What follows belongs to an exercise in optimizing a design on an open flow for small area; a production flow would make more cautious choices.
RTL that was checked went through simulation tests only; none was proved equivalent to the original.
Function not checked in runs 1 and 2: the RTL went through the layout flow alone.
No activity file was given, so power comes from the tool's default toggle rates.

$ cat design/flow/design.v
module regfile(
		input clk, reset,
		input wr_en, input [4:0] wr_num, input [7:0] wr_data,
		input [4:0] rd0_num, output [7:0] rd0_data,
		input [4:0] rd1_num, output [7:0] rd1_data);
	parameter [31:0] sp_init = 0;
	parameter [31:0] ra_init = 0;
	wire [8*32-1:0] head;
	assign head[7:0] = 8'h00;
	genvar i;
	generate
		for (i = 1; i < 32; i = i + 1) begin : g_reg
			reg [31:0] q;
			wire [7:0] nxt = (wr_en && wr_num == i) ? wr_data : q[7:0];
			if (i == 29 || i == 31) begin : g_rst
				always @(posedge clk or posedge reset)
					if (reset)
						q <= (i == 29) ? sp_init : ra_init;
					else
						q <= {nxt, q[31:8]};
			end
			else begin : g_norst
				always @(posedge clk)
					q <= {nxt, q[31:8]};
			end
			assign head[i*8 +: 8] = q[7:0];
		end
	endgenerate
	wire [31:0] sel0 = 32'd1 << rd0_num;
	wire [31:0] sel1 = 32'd1 << rd1_num;
	logic [7:0] r0, r1;
	integer k;
	always_comb begin
		r0 = 8'h00;
		r1 = 8'h00;
		for (k = 1; k < 32; k = k + 1) begin
			r0 = r0 | (head[k*8 +: 8] & {8{sel0[k]}});
			r1 = r1 | (head[k*8 +: 8] & {8{sel1[k]}});
		end
	end
	assign rd0_data = r0;
	assign rd1_data = r1;
endmodule
module mips(
	input clk, reset,
	output [31:0] instr_addr,
	input [31:0] instr_in,
	output [31:0] data_addr,
	input [31:0] data_in,
	output logic [31:0] data_out,
	output logic [1:0] data_access_size,
	output data_rd_wr);
	parameter [31:0] pc_init = 0;
	parameter [31:0] sp_init = 0;
	parameter [31:0] ra_init = 0;
	logic [1:0] ph, rnd;
	logic [31:0] pc;
	assign instr_addr = pc;
	wire [5:0] op = instr_in[31:26];
	wire [5:0] fn = instr_in[5:0];
	wire [4:0] rs = instr_in[25:21];
	wire [4:0] rt = instr_in[20:16];
	wire [4:0] rd = instr_in[15:11];
	wire [4:0] sh = instr_in[10:6];
	wire [15:0] imm = instr_in[15:0];
	wire special = (op == 6'h00);
	wire i_sll   = special && fn == 6'h00;
	wire i_addu  = special && fn == 6'h21;
	wire i_subu  = special && fn == 6'h23;
	wire i_jr    = special && fn == 6'h08;
	wire i_mul   = (op == 6'h1c) && fn == 6'h02;
	wire i_addiu = (op == 6'h09);
	wire i_lui   = (op == 6'h0f);
	wire i_slti  = (op == 6'h0a);
	wire i_lw    = (op == 6'h23);
	wire i_lbu   = (op == 6'h24);
	wire i_sw    = (op == 6'h2b);
	wire i_sb    = (op == 6'h28);
	wire i_j     = (op == 6'h02);
	wire i_jal   = (op == 6'h03);
	wire i_beq   = (op == 6'h04);
	wire i_bne   = (op == 6'h05);
	wire i_load  = i_lw | i_lbu;
	wire i_store = i_sw | i_sb;
	wire i_mulsh = i_mul | i_sll;
	wire i_jump  = i_j | i_jal;
	wire [1:0] last = (i_load | i_mulsh) ? 2'd2 :
	                  (i_slti | i_store | i_beq | i_bne | i_jr | i_jump) ? 2'd1 : 2'd0;
	wire in_last = (rnd == last);
	logic we;
	logic [4:0] wnum;
	logic [7:0] wdata;
	wire [7:0] ra, rb;
	regfile #(.sp_init(sp_init), .ra_init(ra_init)) regs(
		.clk(clk), .reset(reset),
		.wr_en(we), .wr_num(wnum), .wr_data(wdata),
		.rd0_num(rs), .rd0_data(ra),
		.rd1_num(rt), .rd1_data(rb));
	wire [31:0] pc4 = {pc[31:2] + 30'd1, pc[1:0]};
	wire [31:0] jt = {pc4[31:28], instr_in[25:0], 2'b00};
	wire [31:0] simm = {{16{imm[15]}}, imm};
	wire [31:0] boff = {{14{imm[15]}}, imm, 2'b00};
	wire [31:0] onehot = 32'd1 << sh;
	wire [7:0] pc4_b   = pc4[ph*8 +: 8];
	wire [7:0] jt_b    = jt[ph*8 +: 8];
	wire [7:0] simm_b  = simm[ph*8 +: 8];
	wire [7:0] boff_b  = boff[ph*8 +: 8];
	wire [7:0] oh_b    = onehot[ph*8 +: 8];
	wire [7:0] din_b   = data_in[ph*8 +: 8];
	logic c;
	wire use_pc = i_beq | i_bne | i_jal;
	wire [7:0] a = use_pc ? pc4_b : (i_sll ? 8'h00 : ra);
	wire sub = i_subu | i_slti;
	wire [7:0] b0 = i_addu ? rb :
	                i_subu ? ~rb :
	                (i_addiu | i_load | i_store) ? simm_b :
	                i_slti ? ~simm_b :
	                (i_beq | i_bne) ? boff_b :
	                i_jal ? ((ph == 2'd0) ? 8'd4 : 8'd0) :
	                i_sll ? oh_b : 8'h00;
	wire cin = (ph == 2'd0) ? sub : c;
	wire [8:0] sum = {1'b0, a} + {1'b0, b0} + {8'd0, cin};
	logic [31:0] T, M;
	logic [27:0] P;
	wire [31:0] S = {4'd0, P} + (M[0] ? T : 32'd0) + (M[1] ? {T[30:0], 1'b0} : 32'd0)
	              + (M[2] ? {T[29:0], 2'b0} : 32'd0) + (M[3] ? {T[28:0], 3'b0} : 32'd0);
	wire [7:0] mul_b = (ph == 2'd0) ? M[23:16] :
	                   (ph == 2'd1) ? M[27:20] :
	                   (ph == 2'd2) ? M[31:24] : {S[3:0], M[31:28]};
	logic f;
	wire taken = (i_beq & f) | (i_bne & ~f) | i_jr | i_jump;
	always_comb begin
		we = 1'b0;
		wnum = rt;
		wdata = sum[7:0];
		if (i_addu | i_subu) begin
			we = (rnd == 2'd0);
			wnum = rd;
		end
		if (i_addiu) we = (rnd == 2'd0);
		if (i_lui) begin
			we = (rnd == 2'd0);
			wdata = (ph == 2'd2) ? imm[7:0] : (ph == 2'd3) ? imm[15:8] : 8'h00;
		end
		if (i_jal) begin
			we = (rnd == 2'd0);
			wnum = 5'd31;
		end
		if (i_slti) begin
			we = (rnd == 2'd1);
			wdata = {7'd0, f & (ph == 2'd0)};
		end
		if (i_load) begin
			we = (rnd == 2'd1 && ph != 2'd0) || (rnd == 2'd2 && ph == 2'd0);
			wdata = (i_lbu && ph != 2'd0) ? 8'h00 : din_b;
		end
		if (i_mulsh) begin
			we = (rnd == 2'd2);
			wnum = rd;
			wdata = mul_b;
		end
	end
	assign data_addr = T;
	assign data_out = M;
	assign data_access_size = {1'b0, instr_in[26]};
	assign data_rd_wr = ~(i_store && rnd == 2'd1 && ph == 2'd0);
	always @(posedge clk or posedge reset) begin
		if (reset) begin
			ph <= 2'd0;
			rnd <= 2'd0;
			pc <= pc_init;
		end
		else begin
			ph <= ph + 2'd1;
			if (ph == 2'd3)
				rnd <= in_last ? 2'd0 : rnd + 2'd1;
			if (in_last && ph == 2'd2)
				pc <= taken ? T : pc4;
		end
	end
	always @(posedge clk) begin
		c <= sum[8];
		if (rnd == 2'd0) begin
			T <= {(i_jump ? jt_b : sum[7:0]), T[31:8]};
			M <= {rb, M[31:8]};
			P <= 28'd0;
			f <= i_slti ? ~sum[8] : (((ph == 2'd0) | f) & (ra == rb));
		end
		else if (i_mulsh) begin
			M <= {S[3:0], M[31:4]};
			P <= S[31:4];
		end
	end
endmodule
$ cat design/flow/run.sh
#!/bin/bash
# synth_recipe.tcl (not shown) runs the flow's synth.tcl, then flattens the netlist and writes it again
# the make line also repeats each setting of config.mk as NAME=value (left out here)
make -C /OpenROAD-flow-scripts/flow DESIGN_CONFIG=/design/flow/config.mk WORK_HOME=/design/flow/orfs CLKGATE_MAP_FILE= SYNTH_SCRIPT=/design/flow/synth_recipe.tcl finish
$ cat design/flow/config.mk
export PLATFORM = sky130hd
export DESIGN_NAME = mips
export DESIGN_NICKNAME = mips
export VERILOG_FILES = /design/flow/design.v
export SDC_FILE = /design/flow/constraint.sdc
export NUM_CORES = 4
export LEC_CHECK = 0
export CAP_MARGIN = 20
export CORE_MARGIN = 2
export CORE_UTILIZATION = 55
export CTS_BUF_LIST = sky130_fd_sc_hd__clkbuf_4
export PLACE_DENSITY = 0.7
export SLEW_MARGIN = 20
$ cat design/flow/constraint.sdc
create_clock -name core_clock -period 15.0 [get_ports {clk}]
set_input_delay 3.0000 -clock core_clock [delete_from_list [all_inputs] [get_ports {clk}]]
set_output_delay 3.0000 -clock core_clock [all_outputs]
set_load 0.01 [all_outputs]
==> flow_summary.json, run 1 <==
{
  "wl_um": 149000,
  "grt_pass1_vias": 30524,
  "r2r_end": "P[27]",
  "post_drt_wl_per_cell_um": 31.2,
  "die-area_um2": 73600,
  "ff2ff_setup_slack_ns": 9.25,
  "clk_latency_ns": 1.10,
  "drc": 0,
  "synth-async-reset-ratio_pct": 8.91,
  "coreArea_um2": 71100,
  "area_growth_pct": 16.0,
  "antenna_left": 0,
  "synth_largest_area_cell": "dfxtp_1",
  "first_pass_iters": 10,
  "hpwl_um": 104000,
  "postSynthCellCount": 3263,
  "min_period_ns": 8.56,
  "synth_nets": 3465,
  "grt_use_total_pct": 40.4,
  "syn_area_um2": 39300,
  "grt_overflow": 0,
  "switching_share_pct": 34.5,
  "setup_slack_ns": 6.44,
  "finalNetCount": 3844,
  "worst_pin_slew_ns": 1.28,
  "avgSynthCellArea_um2": 12.0,
  "timing.setup.tns_ns": 0,
  "drive_gt1_share_pct": 21.0,
  "gr-max-usage-layer": "met2",
  "chipHeight_um": 271,
  "r2r_start": "M[1]",
  "vias_per_cell": 6.14,
  "holdPathStages": 0,
  "clock.fmax_mhz": 117,
  "max-vdd-ir-drop_mv": 0.185,
  "crit_start": "instr_in[20]",
  "grt_max_degree": 72,
  "synth_warnings": 2,
  "grt_util_met1_pct": 46.7,
  "h-tree-depth": 5,
  "r2r_cells": 17,
  "row_count": 98,
  "post-cts-setup-buffer-count": 0,
  "holdCritPathClass": "reg2reg",
  "post_cts_resize_count": 0,
  "numCtsBuffers": 280,
  "leakage_nw": 18.7,
  "end_kind": "flop",
  "postCtsHoldBufs": 0,
  "setup.worst_path.class": "in2reg",
  "start_util_pct": 55.3,
  "synth_seq_cells": 1122,
  "io_pins": 165,
  "maxCapViolCount": 0,
  "rsz0062_at_grt": "no",
  "clk_pin_slew_ns": 0.07,
  "vias": 29366,
  "p_int_mw": 5.73,
  "cts_tree": "built",
  "use_met2_pct": 66.8,
  "p_sw_mw": 3.01,
  "holdCritStartpoint": "regs.g_reg[12].q[30]",
  "outcome": "finished clean",
  "critPathMaxFanout": 19,
  "holdPathEnd": "regs.g_reg[12].q[22]",
  "synth_top_cell_area_share_pct": 48.7,
  "comb_power_share_pct": 31.7,
  "drv_slew": 0,
  "die_x_um": 271,
  "drt_iter0_drc": 3471,
  "antenna_found_initial": 6,
  "grt.met3_usage_pct": 9.48,
  "port-buffer-count": 163,
  "p_per_area_nw_per_um2": 192,
  "required_ns": 15.95,
  "power.share.sequential_pct": 39.6,
  "pre_cts_ws_ns": 5.56,
  "finalSetupViolations": 0,
  "fin_crit_sh_pct": 57.1,
  "ys_top_cells_by_area": "dfxtp_1 49%, dfrtp_1 6.4%, mux2_2 6.1%, edfxtp_1 5.0%, fa_1 4.4%",
  "finalPower_mw": 8.74,
  "p_clk_share_pct": 28.7,
  "grt_pass1_wl_um": 212000,
  "hold_viol_final": 0,
  "synth_edf_count": 65,
  "fin_worst_skew_ns": 0.124,
  "start_kind": "input pin",
  "slew_headroom_pct": 14.6,
  "clkSinkCount": 1122,
  "synth_flop_cell": "dfxtp_1",
  "clockBufferDepth": 4,
  "synthDistinctLibCells": 90,
  "gp_congestion": 1.06,
  "worstPathArrival_ns": 9.51,
  "clock_tree.root_cell": "clkbuf_4",
  "whs_ns": 0.247,
  "ys_seq_area_share_pct": 60.1
}
state kept, by name (all words and copies together), names as in the netlist:
register / count
M: 32
P: 28
T: 32
c: 1
f: 1
pc: 32
ph: 2
regs.g.q: 992
rnd: 2
metal layers:
metal / share of wire, % / wire, um
met2: 48 / 71300
met3: 7.9 / 11800
met1: 36 / 54400
met4: 7.9 / 11800
met5: 0.018 / 27
power by group through the flow:
| stage | combinational [mW] | sequential [mW] | clock [mW] |
|---|---|---|---|
| after global routing | 3.03 | 3.47 | 2.69 |
| after global placement | 2.64 | 3.51 | 0 |
| after detailed placement | 2.71 | 3.52 | 0 |
| after CTS | 2.74 | 3.45 | 2.54 |
| final | 2.77 | 3.46 | 2.50 |
| after floorplan | 1.78 | 3.47 | 0 |
logic make-up (layout without fill, tap and decap cells):
family,count (synthesis),count (layout),share of synthesized area (%)
AOI/OAI and AO/OA,653,653,11.3
xor gates and xnor gates,76,76,1.69
and+or+nand+nor,824,824,11.0
adders and majority gates,136,136,5.99
muxes,269,269,8.08
buffers and inverters,182,746,1.87
DFF,1122,1122,60.1
other,1,7,0.00954
worst max-delay path by stage:
| stage | to | cells past startpoint | slack (ns) |
|---|---|---|---|
| floorplan | regs.g_reg[17].q[30] | 21 | 7.68 |
| global placement | regs.g_reg[29].q[31] | 18 | 5.52 |
| detailed placement | regs.g_reg[22].q[31] | 18 | 5.56 |
| CTS | regs.g_reg[15].q[31] | 18 | 6.52 |
| global route | regs.g_reg[10].q[31] | 19 | 6.34 |
| finish | regs.g_reg[29].q[31] | 19 | 6.44 |
final cells by class:
class / count / area [um2]
diodes: 6 / 15.0
flip-flops and latches: 1122 / 23600
well taps: 950 / 1190
clock inverters: 55 / 293
repair buffers: 233 / 2180
multi-input cells: 1959 / 15100
inverters: 46 / 175
fillers: 5163 / 25500
clock buffers: 412 / 3090
synth_stat cells, types with 12 or more instances:
cell type  number
mux2_1         12
o211ai_1       17
mux2i_1        27
mux2_2        214
a32oi_1        18
nand4_1        30
and2_1        115
inv_1          46
o22ai_1        14
and3_1         23
xor2_1         25
nor2_4         30
a22oi_1       160
o21a_1         12
or3_1          18
o21ai_0        86
nor2_1        235
a21oi_1       147
clkbuf_1       99
dfxtp_1       957
nand3_1        44
buf_2          18
ha_1           49
a221oi_1       29
nor3_1         52
a211oi_1       13
nor2b_1        16
mux4_2         16
a31oi_1        47
a22o_1         23
fa_1           87
dfrtp_1       100
nand2b_1       16
nand2_1       176
edfxtp_1       65
a21o_1         14
xnor2_1        51
worst max-delay path: stages:
cell and delay (ns):
clkdlybuf4s50_1 1.08, nand3b_1 0.45, nor2_1 0.97, a22oi_1 0.25
nand4_1 0.15, or4_1 0.41, xor2_1 0.13, a2111o_1 0.47
ha_1 0.30, nor2b_1 0.12, o21ai_0 0.22, a21boi_0 0.16
o21ai_0 0.17, nand2b_1 0.10, a31oi_1 0.22, xnor2_1 0.24
o2111ai_4 0.42, buf_16 0.34, a31oi_1 0.25
through the flow:
step | area [um2] | std cells | utilization (%)
6_report | 45600 | 4783 | 64.1
5_1_grt | 45600 | 4779 | 64.1
3_3_place_gp | 42200 | 4308 | 59.3
4_1_cts | 45600 | 4776 | 64.1
2_1_floorplan | 39300 | 3263 | -
3_5_place_dp | 42200 | 4309 | 59.3
layout by cell type (no fill, tap or decap), types with 25 or more instances in the layout:
cell type | netlist | layout
a21oi_1 | 147 | 143
nand4_1 | 30 | 30
nor3_1 | 52 | 50
mux2_2 | 214 | 214
clkdlybuf4s50_1 | 0 | 163
edfxtp_1 | 65 | 65
clkinv_1 | 0 | 43
mux2i_1 | 27 | 27
nor2_4 | 30 | 30
nand2_1 | 176 | 175
dfxtp_1 | 957 | 957
buf_4 | 8 | 69
xnor2_1 | 51 | 51
inv_1 | 46 | 44
and2_1 | 115 | 115
nor2_1 | 235 | 233
a22oi_1 | 160 | 159
ha_1 | 49 | 48
dfrtp_1 | 100 | 98
o21ai_0 | 86 | 85
a31oi_1 | 47 | 47
nand3_1 | 44 | 44
a221oi_1 | 29 | 29
xor2_1 | 25 | 25
clkbuf_4 | 0 | 412
fa_1 | 87 | 87
==> run 2: changes to the inputs <==
--- a/design/flow/config.mk
+++ b/design/flow/config.mk
@@ -8,6 +8,7 @@
 export CAP_MARGIN = 20
 export CORE_MARGIN = 2
 export CORE_UTILIZATION = 55
-export CTS_BUF_LIST = sky130_fd_sc_hd__clkbuf_4
+export CTS_BUF_LIST = sky130_fd_sc_hd__clkbuf_8
+export CTS_CLUSTER_SIZE = 24
 export PLACE_DENSITY = 0.7
 export SLEW_MARGIN = 20
==> flow_summary.json, run 2 <==
{
  "outcome": "finished clean",
  "leakage_nw": 18.6,
  "finalNetCount": 3722,
  "cpPeakStageDelay_ns": 1.09,
  "clockBufferDepth": 3,
  "worstPathArrival_ns": 9.42,
  "clock.fmax_mhz": 114,
  "slowest_stage": "clkdlybuf4s50_1",
  "max-vdd-ir-drop_mv": 0.174,
  "postSynthCellCount": 3263,
  "largest_reg_flops": 992,
  "clk_latency_ns": 0.85,
  "maxCapViolCount": 0,
  "drv_slew": 0,
  "post_drt_wl_per_cell_um": 32.2,
  "grt_pass1_vias": 29222,
  "slew_headroom_pct": 19.4,
  "synth_seq_cells": 1122,
  "avgSynthCellArea_um2": 12.0,
  "vias": 28598,
  "synth_top_cell_area_share_pct": 48.7,
  "drt_iter0_drc": 3369,
  "synthTopCellsByCount": "957 x dfxtp_1, 235 x nor2_1, 214 x mux2_2",
  "synth_warnings": 2,
  "gp_congestion": 1.06,
  "synth_nets": 3465,
  "grt_overflow": 0,
  "layout_commonest_cell": "dfxtp_1",
  "ys_seq_area_share_pct": 60.1,
  "antenna_found_initial": 4,
  "coreArea_um2": 71100,
  "synth_largest_area_cell": "dfxtp_1",
  "required_ns": 15.66,
  "die-area_um2": 73600,
  "end_kind": "flop",
  "final_util_pct": 64.3,
  "row_count": 98,
  "grt_use_total_pct": 39.9,
  "die_x_um": 271,
  "post_cts_resize_count": 0,
  "timing.setup.tns_ns": 0,
  "rsz0062_at_grt": "no",
  "critPathMaxFanout": 19,
  "synth-async-reset-ratio_pct": 8.91,
  "top_register": "regs.g.q",
  "clock_tree.root_cell": "clkbuf_8",
  "cts_tree": "built",
  "worstPathCellList": "clkdlybuf4s50_1 -> nand3b_1 -> nor2_1 -> a22oi_1 -> nand4_1 -> or4_1 -> xor2_1 -> a2111o_1 -> ha_1 -> nor2b_1 -> o21ai_0 -> a21boi_0 -> o21ai_0 -> nand2b_1 -> a31oi_1 -> xnor2_1 -> o2111ai_4 -> buf_16 -> a31oi_1",
  "drive_gt1_share_pct": 17.1,
  "grt_max_degree": 72,
  "setup_slack_ns": 6.24,
  "setup.worst_path.class": "in2reg",
  "area_growth_pct": 16.3,
  "port-buffer-count": 163,
  "start_kind": "input pin",
  "antenna_left": 0,
  "fin_crit_sh_pct": 58.4,
  "h-tree-depth": 4,
  "synthDistinctLibCells": 90,
  "finalSetupViolations": 0,
  "p_per_area_nw_per_um2": 194,
  "chipHeight_um": 271,
  "clkSinkCount": 1122,
  "drc": 0,
  "post-cts-setup-buffer-count": 0,
  "numCtsBuffers": 158,
  "fin_worst_skew_ns": 0.0690,
  "synth_flop_cell": "dfxtp_1",
  "first_pass_iters": 9,
  "postCtsHoldBufs": 0,
  "hold_viol_final": 0,
  "vias_per_cell": 6.22,
  "whs_ns": 0.290,
  "pre_cts_ws_ns": 5.56,
  "grt_pass1_wl_um": 209000,
  "ys_top_cells_by_area": "dfxtp_1 49%, dfrtp_1 6.4%, mux2_2 6.1%, edfxtp_1 5.0%, fa_1 4.4%",
  "wl_um": 148000,
  "clk_pin_slew_ns": 0.06,
  "synth_edf_count": 65,
  "io_pins": 165,
  "post-synth-top-count-cell": "dfxtp_1",
  "holdCritPathClass": "reg2reg",
  "layout.cells.non_filler": 4601,
  "worst_pin_slew_ns": 1.20,
  "final_cell_mix": "957 x dfxtp_1, 233 x nor2_1, 214 x mux2_2",
  "start_util_pct": 55.3,
  "hpwl_um": 104000,
  "min_period_ns": 8.76,
  "dp.cells": 4309,
  "syn_area_um2": 39300
}
## run 2: per-stage QoR
stage / power [mW] / instance area, um2
after floorplan: 5.24 / 39300
after global placement: 6.15 / 42200
after detailed placement: 6.23 / 42200
after CTS: 8.83 / 45700
after global routing: 9.26 / 45700
final: 8.85 / 45700
## run 2: power by group
part / internal [mW] / switching (mW) / leakage (nW) / total, mW
sequential: 3.22 / 0.238 / 9.70 / 3.46
combinational: 1.20 / 1.58 / 6.92 / 2.78
clock: 1.38 / 1.22 / 1.97 / 2.61
## run 2: kinds of logic (layout without fill, tap and decap cells)
group	count (synthesis)	after routing	share of synthesized area, %
other	1	4	0.00954
XOR/XNOR	76	76	1.69
AO/OA/AOI/OAI	653	653	11.3
adder cells (fa/ha/maj)	136	136	5.99
flip-flops	1122	1122	60.1
buffers and inverters	182	567	1.87
AND/OR/NAND/NOR	824	824	11.0
multiplexers	269	269	8.08
## run 2: path summary, 6_finish.rpt
path / cells after the start / from / end / slack (ns)
min in group asynchronous: 2 / reset / ph[1] / 2.55
hold reg to reg: 0 / regs.g_reg[8].q[14] / regs.g_reg[8].q[6] / 0.29
setup / recovery: 19 / instr_in[20] / regs.g_reg[8].q[31] / 6.24
setup reg to reg: 17 / M[1] / P[27] / 9.27
max in group asynchronous: 3 / reset / regs.g_reg[29].q[29] / 11.08
hold / removal: 0 / regs.g_reg[8].q[14] / regs.g_reg[8].q[6] / 0.29
## run 2: cell type report
class	instances	area, um2
Fill cell	5114	25400
Sequential cell	1122	23600
Multi-Input combinational cell	1959	15100
Clock buffer	207	2850
Timing Repair Buffer	233	2180
Tap cell	950	1190
Clock inverter	81	668
Inverter	46	175
Antenna cell	3	7.51
## run 2: worst max-delay path: cells and delay by family
kind	cells	cell delay, ns
AO/OA/AOI/OAI	8	2.23
XOR/XNOR	2	0.29
adder cells (fa/ha/maj)	1	0.30
buffers and inverters	2	1.33
AND/OR/NAND/NOR	6	2.23
## run 2: per-layer routing
layer / GRT usage, % / vias up / wire (um)
met3: 8.85 / 532 / 11700
met4: 27.0 / 2 / 12100
met2: 65.9 / 1742 / 70200
li1: - / 12160 / -
met5: 0 / - / 10
met1: 46.7 / 14162 / 54100
==> run 3: changes to the inputs <==
--- a/design/flow/design.v
+++ b/design/flow/design.v
@@ -26,20 +26,8 @@
 			assign head[i*8 +: 8] = q[7:0];
 		end
 	endgenerate
-	wire [31:0] sel0 = 32'd1 << rd0_num;
-	wire [31:0] sel1 = 32'd1 << rd1_num;
-	logic [7:0] r0, r1;
-	integer k;
-	always_comb begin
-		r0 = 8'h00;
-		r1 = 8'h00;
-		for (k = 1; k < 32; k = k + 1) begin
-			r0 = r0 | (head[k*8 +: 8] & {8{sel0[k]}});
-			r1 = r1 | (head[k*8 +: 8] & {8{sel1[k]}});
-		end
-	end
-	assign rd0_data = r0;
-	assign rd1_data = r1;
+	assign rd0_data = head[rd0_num*8 +: 8];
+	assign rd1_data = head[rd1_num*8 +: 8];
 endmodule
 module mips(
 	input clk, reset,
==> design/flow/config.mk (replaced) <==
export PLATFORM = sky130hd
export DESIGN_NAME = mips
export DESIGN_NICKNAME = mips
export VERILOG_FILES = /design/flow/design.v
export SDC_FILE = /design/flow/constraint.sdc
export NUM_CORES = 4
export LEC_CHECK = 0
export CAP_MARGIN = 20
export CORE_MARGIN = 2
export CORE_UTILIZATION = 40
export PLACE_DENSITY = 0.6
export SLEW_MARGIN = 20
==> flow_summary.json, run 3 <==
{
  "first_pass_iters": 5,
  "holdCritPathClass": "reg2reg",
  "avgSynthCellArea_um2": 12.9,
  "top_layer_used": "met5",
  "met1_length_um": 49500,
  "start_kind": "input pin",
  "ys_top_cells_by_area": "dfxtp_1 48%, mux2_2 8.5%, dfrtp_1 6.2%, mux4_2 5.6%, edfxtp_1 4.9%",
  "numCtsBuffers": 107,
  "synthMuxAreaShare_pct": 16.2,
  "postCtsHoldBufs": 0,
  "grt_use_total_pct": 21.1,
  "multiInputGateArea_um2": 15800,
  "synth_warnings": 2,
  "post_drt_wl_per_cell_um": 23.6,
  "clk_latency_ns": 0.69,
  "finalSetupViolations": 0,
  "clock.fmax_mhz": 117,
  "port-buffer-count": 163,
  "clk_pin_slew_ns": 0.06,
  "synth_edf_count": 65,
  "critPathMaxFanout": 39,
  "syn_area_um2": 40200,
  "grt_pass1_vias": 24107,
  "die_x_um": 321,
  "p_per_area_nw_per_um2": 197,
  "synthTopCellsByCount": "957 x dfxtp_1, 303 x mux2_2, 171 x nand2_1",
  "clock_tree.root_cell": "clkbuf_16",
  "yosys.area_share.adder_pct": 5.86,
  "largest_reg_flops": 992,
  "hpwl_um": 74900,
  "synth_xor_area_share_pct": 1.66,
  "synthDistinctLibCells": 89,
  "synth_compound_area_share_pct": 7.37,
  "worst_pin_slew_ns": 1.16,
  "crit_start": "instr_in[17]",
  "vias_per_cell": 5.30,
  "grt_pass1_wl_um": 162000,
  "r2r_start": "ph[0]",
  "wl_um": 109000,
  "synth-simple-area-share_pct": 8.02,
  "drv_slew": 0,
  "row_count": 116,
  "hold_viol_final": 0,
  "drc": 0,
  "timing.setup.tns_ns": 0,
  "layout.cells.non_filler": 4639,
  "synth_largest_area_cell": "dfxtp_1",
  "nFillCells": 8870,
  "dp.cells": 4439,
  "min_period_ns": 8.58,
  "io_pins": 165,
  "diodes": 0,
  "clockBufferDepth": 3,
  "holdCritStartpoint": "regs.g_reg[19].q[26]",
  "coreArea_um2": 99900,
  "antenna_found_initial": 2,
  "final_cell_mix": "957 x dfxtp_1, 303 x mux2_2, 171 x nand2_1",
  "chipHeight_um": 321,
  "setup.worst_path.class": "in2reg",
  "outcome": "finished clean",
  "die-area_um2": 103000,
  "synth_top_cell_area_share_pct": 47.7,
  "cts_tree": "built",
  "routed-wl-met3_um": 6160,
  "antenna_left": 0,
  "layout_commonest_cell": "dfxtp_1",
  "fin_worst_skew_ns": 0.0476,
  "gp_congestion": 0.942,
  "drt_iter0_drc": 1917,
  "area_growth_pct": 16.8,
  "synth-async-reset-ratio_pct": 8.91,
  "slowest_stage": "a21oi_4",
  "area.sequential_um2": 23600,
  "post_cts_resize_count": 0,
  "ys_seq_area_share_pct": 58.8,
  "drive_gt1_share_pct": 20.4,
  "start_util_pct": 40.2,
  "end_kind": "flop",
  "post-synth-top-count-cell": "dfxtp_1",
  "synth_flop_cell": "dfxtp_1",
  "max-vdd-ir-drop_mv": 0.139,
  "cpPeakStageDelay_ns": 0.91,
  "synth_seq_cells": 1122,
  "grt_overflow": 0,
  "rsz0062_at_grt": "no",
  "post-cts-setup-buffer-count": 0,
  "finalPower_mw": 9.26,
  "slew_headroom_pct": 22.4,
  "synth_top_family_by_area": "multiplexers",
  "grt_max_degree": 69,
  "worstPathArrival_ns": 9.20,
  "h-tree-depth": 3,
  "fin_crit_sh_pct": 57.2,
  "leakage_nw": 18.9,
  "met2WireLength_um": 50400,
  "vias": 24570,
  "top_register": "regs.g.q",
  "finalNetCount": 3452,
  "required_ns": 15.62,
  "worstPathCellList": "buf_4 -> buf_4 -> nor2b_1 -> a22oi_1 -> nor2_1 -> o31ai_1 -> o21ai_0 -> xnor2_1 -> nor2_1 -> a2111oi_0 -> fa_1 -> fa_1 -> nor2b_1 -> o21ai_0 -> a21oi_1 -> nand2b_1 -> a21oi_1 -> a221oi_1 -> a21oi_4 -> mux2_2",
  "synth_nets": 3308,
  "maxCapViolCount": 0,
  "postSynthCellCount": 3106,
  "clkSinkCount": 1122
}
## run 3: worst paths after layout
kind                                        endpoint  slack [ns]  depth (start not counted)
worst max-delay path            regs.g_reg[25].q[28]        6.42                         20
worst min-delay path            regs.g_reg[19].q[18]        0.29                          0
worst max register to register  regs.g_reg[25].q[28]        9.50                         15
worst min register to register  regs.g_reg[19].q[18]        0.29                          0
max in group asynchronous                      ph[0]       10.93                          3
min in group asynchronous        regs.g_reg[31].q[7]        2.73                          2
## run 3: kinds of logic (layout without fill, tap and decap cells)
group	count (synthesis)	in the layout
multiplexers	489	489
AND/OR/NAND/NOR	610	610
XOR/XNOR	76	76
AO/OA/AOI/OAI	466	466
adder cells (fa/ha/maj)	136	136
flip-flops	1122	1122
buffers and inverters	206	441
other	1	1
## run 3: per-layer routing
| layer | vias to the layer above | GRT usage (%) |
|---|---|---|
| met5 | - | 0 |
| met4 | 2 | 6.71 |
| met3 | 181 | 3.61 |
| met2 | 785 | 33.7 |
| met1 | 12304 | 29.3 |
| li1 | 11298 | - |
## run 3: report_power, final
group	leakage [nW]	total (mW)	internal, mW	switching, mW
sequential	9.70	3.48	3.23	0.251
clock	1.88	2.87	1.69	1.18
combinational	7.34	2.92	1.30	1.61
## run 3: worst max-delay path, delay by kind of cell
family	cells	cell delay (ns)
xor gates and xnor gates	1	0.20
buffers and inverters	2	1.05
AOI/OAI and AO/OA	9	2.92
and+or+nand+nor	5	1.09
muxes	1	0.32
adders and majority gates	2	0.54
## run 3: metrics by stage
| stage | worst slack, ns | instance area [um2] | util (%) | hold slack [ns] |
|---|---|---|---|---|
| after floorplan | 7.56 | 40200 | - | 0.310 |
| after global placement | 5.87 | 43100 | 43.1 | 0.309 |
| after detailed placement | 5.87 | 43100 | 43.1 | 0.312 |
| after CTS | 6.60 | 46900 | 47.0 | 0.295 |
| after global routing | 6.21 | 46900 | 47.0 | 0.294 |
| final | 6.42 | 46900 | 47.0 | 0.293 |
## run 3: layout make-up
cell class                 instances  area share (%)
sequential                      1122            50.3
clock buffer                     143            6.51
clock inverter                    57            1.68
multi-input combinational       1778            33.7
tap                             1298            3.46
inverter                          41           0.333
timing repair buffer             200            4.03

==> port drivers added, routing unchanged <==
The flow's constraints put no driver on any port. The routed layouts listed below were extracted and timed again, unchanged, in two steps. Step 1, drivers: a clkbuf_16 drives clk and a buf_2 each remaining input, both assumed. Step 2 moves the port delays by t, midway between the first and last clock arrival at a register: inputs arrive t later, outputs are due t later. That takes back most of the time a late clock gives input paths. a / b / c = ideal ports / drivers / drivers and shift; a / b = the first two.
run	t, ns	slack for setup (ns)	hold slack, ns	latest minus earliest clock arrival (ns)	worst slew at a driven data input, ns
run 1	1.102	6.437 / 6.435 / 5.333	0.247 / 0.247 / 0.247	0.123 / 0.123	0.09
run 2	0.881	6.239 / 6.242 / 5.361	0.290 / 0.290 / 0.290	0.069 / 0.070	0.09
run 3	0.737	6.417 / 6.456 / 5.719	0.293 / 0.293 / 0.293	0.047 / 0.048	0.09
After both steps setup and hold are still met in every run listed. For run 1, which loses most, drivers alone change the setup slack by -0.002 ns; drivers and shift together by -1.104 ns.
